Context: an optimization exercise on an open-source flow, tuned for small area, a short achievable clock period and few clock cycles per item. The choices shown serve that exercise and are no tape-out recipe.
RTL that was checked went through simulation tests only; none was proved equivalent to the original.
No driver is modelled on the clock port, so clocking that relies on it looks cheaper here than on a real chip.
Power is estimated from default activity; no workload was simulated.

east:
## Optical_8x8ctrl_top
module Optical_8x8ctrl_top#(
    parameter       P_BAR       =   1'b0,
    parameter       P_CROSS     =   1'b1,
    parameter       P_DSTWIDTH  =   3   ,
    parameter       P_PORTNUM   =   8   ,
    parameter       P_SWITCHNUM =   4
)(
    input                                   i_clk           ,
    input                                   i_rst           ,
    input  [P_DSTWIDTH*P_PORTNUM - 1:0]     i_8x8_req       ,
    input                                   i_8x8_valid     ,
    output [19:0]                           o_grant_8x8     ,
    output                                  o_grant_valid
);
Size in the first run: roughly 180 cells after synthesis, ~24 flip-flops, about 48 I/O pins, roughly 1700 µm² of cells after synthesis.
==> module benes8_route, before the edit <==
module benes8_route(
    input  [23:0] i_req,
    output [3:0]  o_s,
    output [11:0] o_e0,
    output [7:0]  o_d1
);
wire [2:0] dst [0:7];
wire [1:0] D   [0:7];
genvar gi;
generate
    for (gi = 0; gi < 8; gi = gi + 1) begin : g_in
        assign dst[gi] = i_req[3*gi +: 3];
        assign D[gi]   = i_req[3*gi+1 +: 2];
    end
endgenerate
wire x1_01 = (D[0] == D[2]) | (D[1] == D[3]);
wire x0_01 = (D[0] == D[3]) | (D[1] == D[2]);
wire x1_02 = (D[0] == D[4]) | (D[1] == D[5]);
wire x0_02 = (D[0] == D[5]) | (D[1] == D[4]);
wire x1_03 = (D[0] == D[6]) | (D[1] == D[7]);
wire x0_03 = (D[0] == D[7]) | (D[1] == D[6]);
wire x1_12 = (D[2] == D[4]) | (D[3] == D[5]);
wire x0_12 = (D[2] == D[5]) | (D[3] == D[4]);
wire x1_13 = (D[2] == D[6]) | (D[3] == D[7]);
wire x0_13 = (D[2] == D[7]) | (D[3] == D[6]);
wire x1_23 = (D[4] == D[6]) | (D[5] == D[7]);
wire x0_23 = (D[4] == D[7]) | (D[5] == D[6]);
wire [3:0] s;
assign s[0] = 1'b0;
assign s[1] = (D[1] == D[3]) | (D[0] == D[2]) |
              ((D[1] == D[5]) & (D[3] == D[4])) | ((D[1] == D[4]) & (D[3] == D[5])) |
              ((D[1] == D[7]) & (D[3] == D[6])) | ((D[1] == D[6]) & (D[3] == D[7]));
assign s[2] = x1_02 | (x1_12 & ~s[1]) | (x0_12 & s[1]);
assign s[3] = x1_03 | (x1_13 & ~s[1]) | (x0_13 & s[1]) | (x1_23 & ~s[2]) | (x0_23 & s[2]);
generate
    for (gi = 0; gi < 4; gi = gi + 1) begin : g_sub
        assign o_e0[3*gi +: 3] = s[gi] ? dst[2*gi+1] : dst[2*gi];
        assign o_d1[2*gi +: 2] = s[gi] ? D[2*gi] : D[2*gi+1];
    end
endgenerate
assign o_s = s;
endmodule
export LEC_CHECK = 0
export CAP_MARGIN = 20
export CORE_MARGIN = 2
export CORE_UTILIZATION = 40
export SLEW_MARGIN = 20
create_clock -name core_clock -period 19.0 [get_ports {i_clk}]
standard.sh (not shown) runs the stock make flow with config.mk's settings and CLKGATE_MAP_FILE= SYNTH_SCRIPT=/design/flow/synth_recipe.tcl, a recipe that flattens the netlist after the stock synthesis.
==> flow/flow/run.sh <==
#!/bin/bash
# Standard ORFS layout, with plain buffers (instead of delay buffers) on the
# ports and a smaller clock tree. Each tool's output goes to flow.log here;
# ORFS's per-step logs stay under orfs/logs/.
set -euo pipefail
cd "$(dirname "$0")/.."
export BUFFER_PORTS_ARGS="-buffer_cell sky130_fd_sc_hd__buf_2"
bash standard.sh > flow.log 2>&1
Input-level comparison between south and east:
diff --git a/flow/design.v b/flow/design.v
--- a/flow/design.v
+++ b/flow/design.v
@@ -68,31 +68,23 @@
 generate
     for (gi = 0; gi < 8; gi = gi + 1) begin : g_in
         assign dst[gi] = i_req[3*gi +: 3];
         assign D[gi]   = i_req[3*gi+1 +: 2];
     end
 endgenerate
-wire x1_01 = (D[0] == D[2]) | (D[1] == D[3]);
-wire x0_01 = (D[0] == D[3]) | (D[1] == D[2]);
-wire x1_02 = (D[0] == D[4]) | (D[1] == D[5]);
-wire x0_02 = (D[0] == D[5]) | (D[1] == D[4]);
-wire x1_03 = (D[0] == D[6]) | (D[1] == D[7]);
-wire x0_03 = (D[0] == D[7]) | (D[1] == D[6]);
-wire x1_12 = (D[2] == D[4]) | (D[3] == D[5]);
-wire x0_12 = (D[2] == D[5]) | (D[3] == D[4]);
-wire x1_13 = (D[2] == D[6]) | (D[3] == D[7]);
-wire x0_13 = (D[2] == D[7]) | (D[3] == D[6]);
-wire x1_23 = (D[4] == D[6]) | (D[5] == D[7]);
-wire x0_23 = (D[4] == D[7]) | (D[5] == D[6]);
+wire e02 = D[0] == D[2], e04 = D[0] == D[4];
+wire e13 = D[1] == D[3], e14 = D[1] == D[4], e15 = D[1] == D[5];
+wire e16 = D[1] == D[6], e17 = D[1] == D[7];
+wire e24 = D[2] == D[4], e25 = D[2] == D[5], e27 = D[2] == D[7];
+wire e34 = D[3] == D[4], e35 = D[3] == D[5], e36 = D[3] == D[6], e37 = D[3] == D[7];
+wire e47 = D[4] == D[7], e57 = D[5] == D[7];
 wire [3:0] s;
 assign s[0] = 1'b0;
-assign s[1] = (D[1] == D[3]) | (D[0] == D[2]) |
-              ((D[1] == D[5]) & (D[3] == D[4])) | ((D[1] == D[4]) & (D[3] == D[5])) |
-              ((D[1] == D[7]) & (D[3] == D[6])) | ((D[1] == D[6]) & (D[3] == D[7]));
-assign s[2] = x1_02 | (x1_12 & ~s[1]) | (x0_12 & s[1]);
-assign s[3] = x1_03 | (x1_13 & ~s[1]) | (x0_13 & s[1]) | (x1_23 & ~s[2]) | (x0_23 & s[2]);
+assign s[1] = e13 | e02 | (e15 & e34) | (e14 & e35) | (e17 & e36) | (e16 & e37);
+assign s[2] = e04 | e15 | ((e24 | e35) & ~s[1]) | ((e34 | e25) & s[1]);
+assign s[3] = e17 | (e27 & s[1]) | (e37 & ~s[1]) | (e47 & s[2]) | (e57 & ~s[2]);
 generate
     for (gi = 0; gi < 4; gi = gi + 1) begin : g_sub
         assign o_e0[3*gi +: 3] = s[gi] ? dst[2*gi+1] : dst[2*gi];
         assign o_d1[2*gi +: 2] = s[gi] ? D[2*gi] : D[2*gi+1];
     end
 endgenerate
Notes after the runs:
- south ended with every stage complete and zero timing, DRC or antenna violations.
- Diff east -> south: setup slack moved down, post-cts sizing count level, net count of the mapped netlist moved down, area after detailed placement moved down.
- Sort east and south by number of distinct library cells after synthesis, ascending, and south comes first.
- Sequential fraction of design power | south below east
- Final area on south is ahead of east.
- Hold slack delta (south -> east): insignificant
- Diff east -> south: multi-input combinational gate total fell by 6.1%, synthesized instance count lower, iteration-0 DRC count of the detailed router decreased 7.
- Compared with east, south shows a mean area per synthesized cell that is about 4% lower.
- Compared with east, south shows a area share of buffers outside the clock network that is 0.46 points higher.
- Measured against south, the post-route total power of east comes out at 0.898 times the reference value.
No functional check of the RTL was part of any run of this note.

Another version of the RTL of Optical_8x8ctrl_top (not shown whole).
For scale: roughly 160 cells after synthesis, about 48 I/O pins, ~1400 µm² of cells after synthesis.
==> module Optical_8x8ctrl_top, before the edit <==
module Optical_8x8ctrl_top#(
    parameter       P_BAR       =   1'b0,
    parameter       P_CROSS     =   1'b1,
    parameter       P_DSTWIDTH  =   3   ,
    parameter       P_PORTNUM   =   8   ,
    parameter       P_SWITCHNUM =   4
)(
    input                                   i_clk           ,
    input                                   i_rst           ,
    input  [P_DSTWIDTH*P_PORTNUM - 1:0]     i_8x8_req       ,
    input                                   i_8x8_valid     ,
    output [19:0]                           o_grant_8x8     ,
    output                                  o_grant_valid
);
wire [3:1] w_s;
wire [8:0] w_e0;
wire       w_b3;
wire [5:0] w_d1;
reg  [3:1] r_s;      
reg  [8:0] r_e0;     
reg        r_b3;     
reg  [5:0] r_d1;     
reg        r_valid;
benes8_in u_in (
    .i_req (i_8x8_req),
    .o_s   (w_s),
    .o_e0  (w_e0),
    .o_b3  (w_b3),
    .o_d1  (w_d1)
);
benes8_out u_out (
    .i_s     (r_s),
    .i_e0    ({~r_e0[8:3], r_e0[2:0]}),
    .i_b3    (~r_b3),
    .i_d1    ({~r_d1[5:2], r_d1[1:0]}),
    .o_grant (o_grant_8x8)
);
assign o_grant_valid = r_valid;
always @(posedge i_clk) begin
    r_s  <= w_s;
    r_e0 <= {~w_e0[8:3], w_e0[2:0]};
    r_b3 <= ~w_b3;
    r_d1 <= {~w_d1[5:2], w_d1[1:0]};
end
always @(posedge i_clk or posedge i_rst) begin
    if (i_rst) r_valid <= 1'b0;
    else       r_valid <= i_8x8_valid;
end
endmodule
clock: 19.0 ns
lec_check: 0
cap_margin: 20
core_area: 2 2 64 64
die_area: 0 0 66 66
slew_margin: 20
==> flow/flow/run.sh <==
#!/bin/bash
set -euo pipefail
cd "$(dirname "$0")/.."
W=$(pwd)
export BUFFER_PORTS_ARGS="-buffer_cell sky130_fd_sc_hd__buf_2"
export POST_GLOBAL_PLACE_TCL=$W/flow/outbuf.tcl
export POST_CTS_TCL=$W/flow/size.tcl
export CTS_ARGS="-sink_clustering_enable -repair_clock_nets -buf_list {sky130_fd_sc_hd__clkbuf_4} -root_buf sky130_fd_sc_hd__clkbuf_4 -dont_use_dummy_load"
bash standard.sh > flow.log 2>&1
Other scripts of this flow, unchanged in this note and not shown: flow/flow/outbuf.tcl, flow/flow/size.tcl
The first run passed the timing, design-rule and antenna checks.
Testbench counts at the start, summed over its fixed seeds: cycles 2,048, items 2,048.
Next try:
--- a/flow/design.v
+++ b/flow/design.v
@@ -29,21 +29,21 @@
     .o_b3  (w_b3),
     .o_d1  (w_d1)
 );
 benes8_out u_out (
     .i_s     (r_s),
-    .i_e0    ({~r_e0[8:3], r_e0[2:0]}),
-    .i_b3    (~r_b3),
-    .i_d1    ({~r_d1[5:2], r_d1[1:0]}),
+    .i_e0    (r_e0),
+    .i_b3    (r_b3),
+    .i_d1    (r_d1),
     .o_grant (o_grant_8x8)
 );
 assign o_grant_valid = r_valid;
 always @(posedge i_clk) begin
     r_s  <= w_s;
-    r_e0 <= {~w_e0[8:3], w_e0[2:0]};
-    r_b3 <= ~w_b3;
-    r_d1 <= {~w_d1[5:2], w_d1[1:0]};
+    r_e0 <= w_e0;
+    r_b3 <= w_b3;
+    r_d1 <= w_d1;
 end
 always @(posedge i_clk or posedge i_rst) begin
     if (i_rst) r_valid <= 1'b0;
     else       r_valid <= i_8x8_valid;
 end
The new run produced a clean layout.
Total power rose by 0.67%.
Setup slack loses 0.12 ns.
Utilization rose by 1.3 points.
Wire length rose by 3.9%.
Global-route usage rose by 0.97 points.
Testbench counts after the change, summed over its fixed seeds: cycles 2,048, items 2,048.

## exp/juniper
The RTL this note starts from:
==> flow/design.v <==
`timescale 1ns / 1ps
module Optical_8x8ctrl_top#(
    parameter       P_BAR       =   1'b0,
    parameter       P_CROSS     =   1'b1,
    parameter       P_DSTWIDTH  =   3   ,
    parameter       P_PORTNUM   =   8   ,
    parameter       P_SWITCHNUM =   4
)(
    input                                   i_clk           ,
    input                                   i_rst           ,
    input  [P_DSTWIDTH*P_PORTNUM - 1:0]     i_8x8_req       ,
    input                                   i_8x8_valid     ,
    output [19:0]                           o_grant_8x8     ,
    output                                  o_grant_valid
);
wire [3:1] w_s;
wire [8:0] w_e0;
wire       w_b3;
wire [5:0] w_d1;
reg  [3:1] r_s;      
reg  [8:0] r_e0;     
reg        r_b3;     
reg  [5:0] r_d1;     
reg        r_valid;
benes8_in u_in (
    .i_req (i_8x8_req),
    .o_s   (w_s),
    .o_e0  (w_e0),
    .o_b3  (w_b3),
    .o_d1  (w_d1)
);
benes8_out u_out (
    .i_s     (r_s),
    .i_e0    (r_e0),
    .i_b3    (r_b3),
    .i_d1    (r_d1),
    .o_grant (o_grant_8x8)
);
assign o_grant_valid = r_valid;
always @(posedge i_clk) begin
    r_s  <= w_s;
    r_e0 <= w_e0;
    r_b3 <= w_b3;
    r_d1 <= w_d1;
end
always @(posedge i_clk or posedge i_rst) begin
    if (i_rst) r_valid <= 1'b0;
    else       r_valid <= i_8x8_valid;
end
endmodule
module benes8_in(
    input  [23:0] i_req,
    output [3:1]  o_s,
    output [8:0]  o_e0,
    output        o_b3,
    output [5:0]  o_d1
);
wire [2:0] dst [0:7];
wire [1:0] D   [0:7];
genvar gi;
generate
    for (gi = 0; gi < 8; gi = gi + 1) begin : g_in
        assign dst[gi] = i_req[3*gi +: 3];
        assign D[gi]   = i_req[3*gi+1 +: 2];
    end
endgenerate
wire e02 = D[0] == D[2], e04 = D[0] == D[4];
wire e13 = D[1] == D[3], e14 = D[1] == D[4], e15 = D[1] == D[5];
wire e16 = D[1] == D[6], e17 = D[1] == D[7];
wire e24 = D[2] == D[4], e25 = D[2] == D[5], e27 = D[2] == D[7];
wire e34 = D[3] == D[4], e35 = D[3] == D[5], e36 = D[3] == D[6], e37 = D[3] == D[7];
wire e47 = D[4] == D[7], e57 = D[5] == D[7];
wire s1 = e13 | e02 | (e15 & e34) | (e14 & e35) | (e17 & e36) | (e16 & e37);
wire s2_0 = e04 | e15 | e24 | e35;
wire s2_1 = e04 | e15 | e34 | e25;
wire s3_0 = e17 | e37 | (e47 & s2_0) | (e57 & ~s2_0);
wire s3_1 = e17 | e27 | (e47 & s2_1) | (e57 & ~s2_1);
wire s2 = s1 ? s2_1 : s2_0;
wire s3 = s1 ? s3_1 : s3_0;
wire [4:0] pass2_0 = s2_0 ? {D[4], dst[5]} : {D[5], dst[4]};
wire [4:0] pass2_1 = s2_1 ? {D[4], dst[5]} : {D[5], dst[4]};
wire [4:0] pass2   = s1 ? pass2_1 : pass2_0;
wire b3_0 = s3_0 ? dst[7][0] : dst[6][0];
wire b3_1 = s3_1 ? dst[7][0] : dst[6][0];
assign o_s     = {s3, s2, s1};
assign o_e0    = {pass2[2:0], s1 ? dst[3] : dst[2], dst[0]};
assign o_d1    = {pass2[4:3], s1 ? D[2] : D[3], D[1]};
assign o_b3    = s1 ? b3_1 : b3_0;
endmodule
module benes4_route(
    input  [5:0] d,
    output [5:0] g,
    output [3:0] z0, z1, z2, z3
);
genvar i;
generate
    for (i = 0; i < 3; i = i + 1) begin : g_dec
        assign z0[i] = d[2*i +: 2] == 2'd0;
        assign z1[i] = d[2*i +: 2] == 2'd1;
        assign z2[i] = d[2*i +: 2] == 2'd2;
        assign z3[i] = d[2*i +: 2] == 2'd3;
    end
endgenerate
assign z0[3] = ~(z0[0] | z0[1] | z0[2]);
assign z1[3] = ~(z1[0] | z1[1] | z1[2]);
assign z2[3] = ~(z2[0] | z2[1] | z2[2]);
assign z3[3] = ~(z3[0] | z3[1] | z3[2]);
wire [3:0] hi = z2 | z3;
assign g[0] = ~z0[0];
assign g[1] = z0[2] | z0[3];
assign g[3] = z0[3];
assign g[2] = (hi[0] & ~z1[0]) | (hi[1] & (z1[2] | z1[3])) | (hi[2] & z1[3]);
assign g[4] = ~((z1[0] & (hi[1] | hi[2] | hi[3])) | (z1[1] & (hi[2] | hi[3])) | (z1[2] & hi[3]));
assign g[5] = z3[0] | (z3[1] & ~z2[0]) | (z3[2] & z2[3]);
endmodule
module benes8_out(
    input  [3:1] i_s,
    input  [8:0] i_e0,
    input        i_b3,
    input  [5:0] i_d1,
    output [19:0] o_grant
);
wire [5:0] g0, g1;
wire [3:0] z0, z1, z2, z3;
wire [3:0] y0, y1, y2, y3;
benes4_route u_sub0 (
    .d  ({i_e0[8:7], i_e0[5:4], i_e0[2:1]}),
    .g  (g0), .z0 (z0), .z1 (z1), .z2 (z2), .z3 (z3)
);
benes4_route u_sub1 (
    .d  (i_d1),
    .g  (g1), .z0 (y0), .z1 (y1), .z2 (y2), .z3 (y3)
);
wire [3:0] b = {i_b3, i_e0[6], i_e0[3], i_e0[0]};
wire [3:0] go;
assign go[0] = |(z0 & b);
assign go[1] = |(z1 & b);
assign go[2] = |(z2 & b);
assign go[3] = |(z3 & b);
assign o_grant = {go, i_s, 1'b0, g1, g0};
endmodule
clock: 19.0 ns
lec_check: 0
cap_margin: 20
core_area: 2 2 64 64
die_area: 0 0 66 66
slew_margin: 20
==> flow/flow/run.sh <==
#!/bin/bash
# Standard ORFS layout (the standard.sh) with plain buffers instead of delay
# buffers on the ports, minimum-size output-port buffers and smaller clock-tree
# buffers. All tool output goes to flow.log in the work folder; ORFS's per-step
# logs stay under orfs/logs/.
set -euo pipefail
cd "$(dirname "$0")/.."
W=$(pwd)
export BUFFER_PORTS_ARGS="-buffer_cell sky130_fd_sc_hd__buf_2"
export POST_GLOBAL_PLACE_TCL=$W/flow/outbuf.tcl
export CTS_ARGS="-sink_clustering_enable -repair_clock_nets -buf_list {${CTSBUF:-sky130_fd_sc_hd__clkbuf_8}} -root_buf ${CTSROOT:-sky130_fd_sc_hd__clkbuf_8} -dont_use_dummy_load"
bash standard.sh > flow.log 2>&1
==> flow/flow/outbuf.tcl <==
# After port buffering and global placement: shrink each output port's buffer
# to the minimum size (it drives only the port's load).
foreach inst [get_cells output*] {
  set cell [get_property $inst ref_name]
  if {$cell eq "sky130_fd_sc_hd__buf_2"} {
    replace_cell $inst sky130_fd_sc_hd__buf_1
  }
}
Testbench counts of exp/juniper, summed over its fixed seeds: cycles 2,048, items 2,048.
The following lists how exp/garnet was set up differently from exp/juniper:
-- flow/design.v --
<<< exp/juniper, line 78
wire s2 = s1 ? s2_1 : s2_0;
wire s3 = s1 ? s3_1 : s3_0;
wire [4:0] pass2_0 = s2_0 ? {D[4], dst[5]} : {D[5], dst[4]};
wire [4:0] pass2_1 = s2_1 ? {D[4], dst[5]} : {D[5], dst[4]};
wire [4:0] pass2   = s1 ? pass2_1 : pass2_0;
wire b3_0 = s3_0 ? dst[7][0] : dst[6][0];
wire b3_1 = s3_1 ? dst[7][0] : dst[6][0];
assign o_s     = {s3, s2, s1};
assign o_e0    = {pass2[2:0], s1 ? dst[3] : dst[2], dst[0]};
assign o_d1    = {pass2[4:3], s1 ? D[2] : D[3], D[1]};
assign o_b3    = s1 ? b3_1 : b3_0;
endmodule
module benes4_route(
>>> exp/garnet, line 78
wire s2 = s1 ? s2_1 : s2_0;
wire s3 = s1 ? s3_1 : s3_0;
wire [4:0] pass2 = s2 ? {D[4], dst[5]} : {D[5], dst[4]};
assign o_s     = {s3, s2, s1};
assign o_e0    = {pass2[2:0], s1 ? dst[3] : dst[2], dst[0]};
assign o_d1    = {pass2[4:3], s1 ? D[2] : D[3], D[1]};
assign o_b3    = s3 ? dst[7][0] : dst[6][0];
endmodule
module benes4_route(
[summary]
Share of power burned in combinational logic, exp/garnet and exp/juniper: higher on exp/garnet
Power density over cell area ends up higher on exp/garnet.
The synthesized instance count reported for exp/garnet is greater than that of exp/juniper by about 1.2%.
Summary of the comparison: via count is higher in exp/garnet, relative to exp/juniper.
Sort exp/garnet and exp/juniper by fraction of met2 tracks used by global routing, descending, and exp/garnet comes first.
Met3 global-route usage (higher): exp/juniper
Between exp/juniper and exp/garnet, the flow reports wire length of the first global-routing pass decreasing slightly.
Testbench counts of exp/garnet, summed over its fixed seeds: cycles 2,048, items 2,048.

[what the ideal ports hide]
The flow's constraints put no driver on any port. The routed layouts listed below were extracted and timed again, unchanged, in two steps.
Step 1 assumes that a clkbuf_16 drives the clock port and a buf_2 every other input.
Step 2 adds t to the input delays and takes it off the output delays; t is the mean of the earliest and latest rising clock arrival at the registers after step 1. Input paths then give back, and output paths get back, about the clock's delay inside the block.
Slacks: ideal / step 1 / step 2; pairs: ideal / step 1.
run	shift t [ns]	setup WS [ns]	worst setup path at the end	latest minus earliest clock arrival (ns)	worst slew at a driven data input, ns
east	0.289	13.112 / 13.117 / 12.828	input to register	0.003 / 0.002	0.03
south	0.280	13.098 / 13.103 / 12.824	input to register	0.003 / 0.003	0.03
the first run of note 2	0.309	13.676 / 13.653 / 13.408	input to register	0.018 / 0.017	0.03
the second run of note 2	0.305	13.555 / 13.552 / 13.247	input to register	0.021 / 0.021	0.03
exp/juniper	0.269	13.458 / 13.462 / 13.193	input to register	0.007 / 0.006	0.03
exp/garnet	0.270	13.553 / 13.560 / 13.290	input to register	0.011 / 0.011	0.04
After both steps setup and hold are still met in every run listed. For the second run of note 2, which loses most, drivers alone change the setup slack by -0.003 ns; drivers and shift together by -0.308 ns.
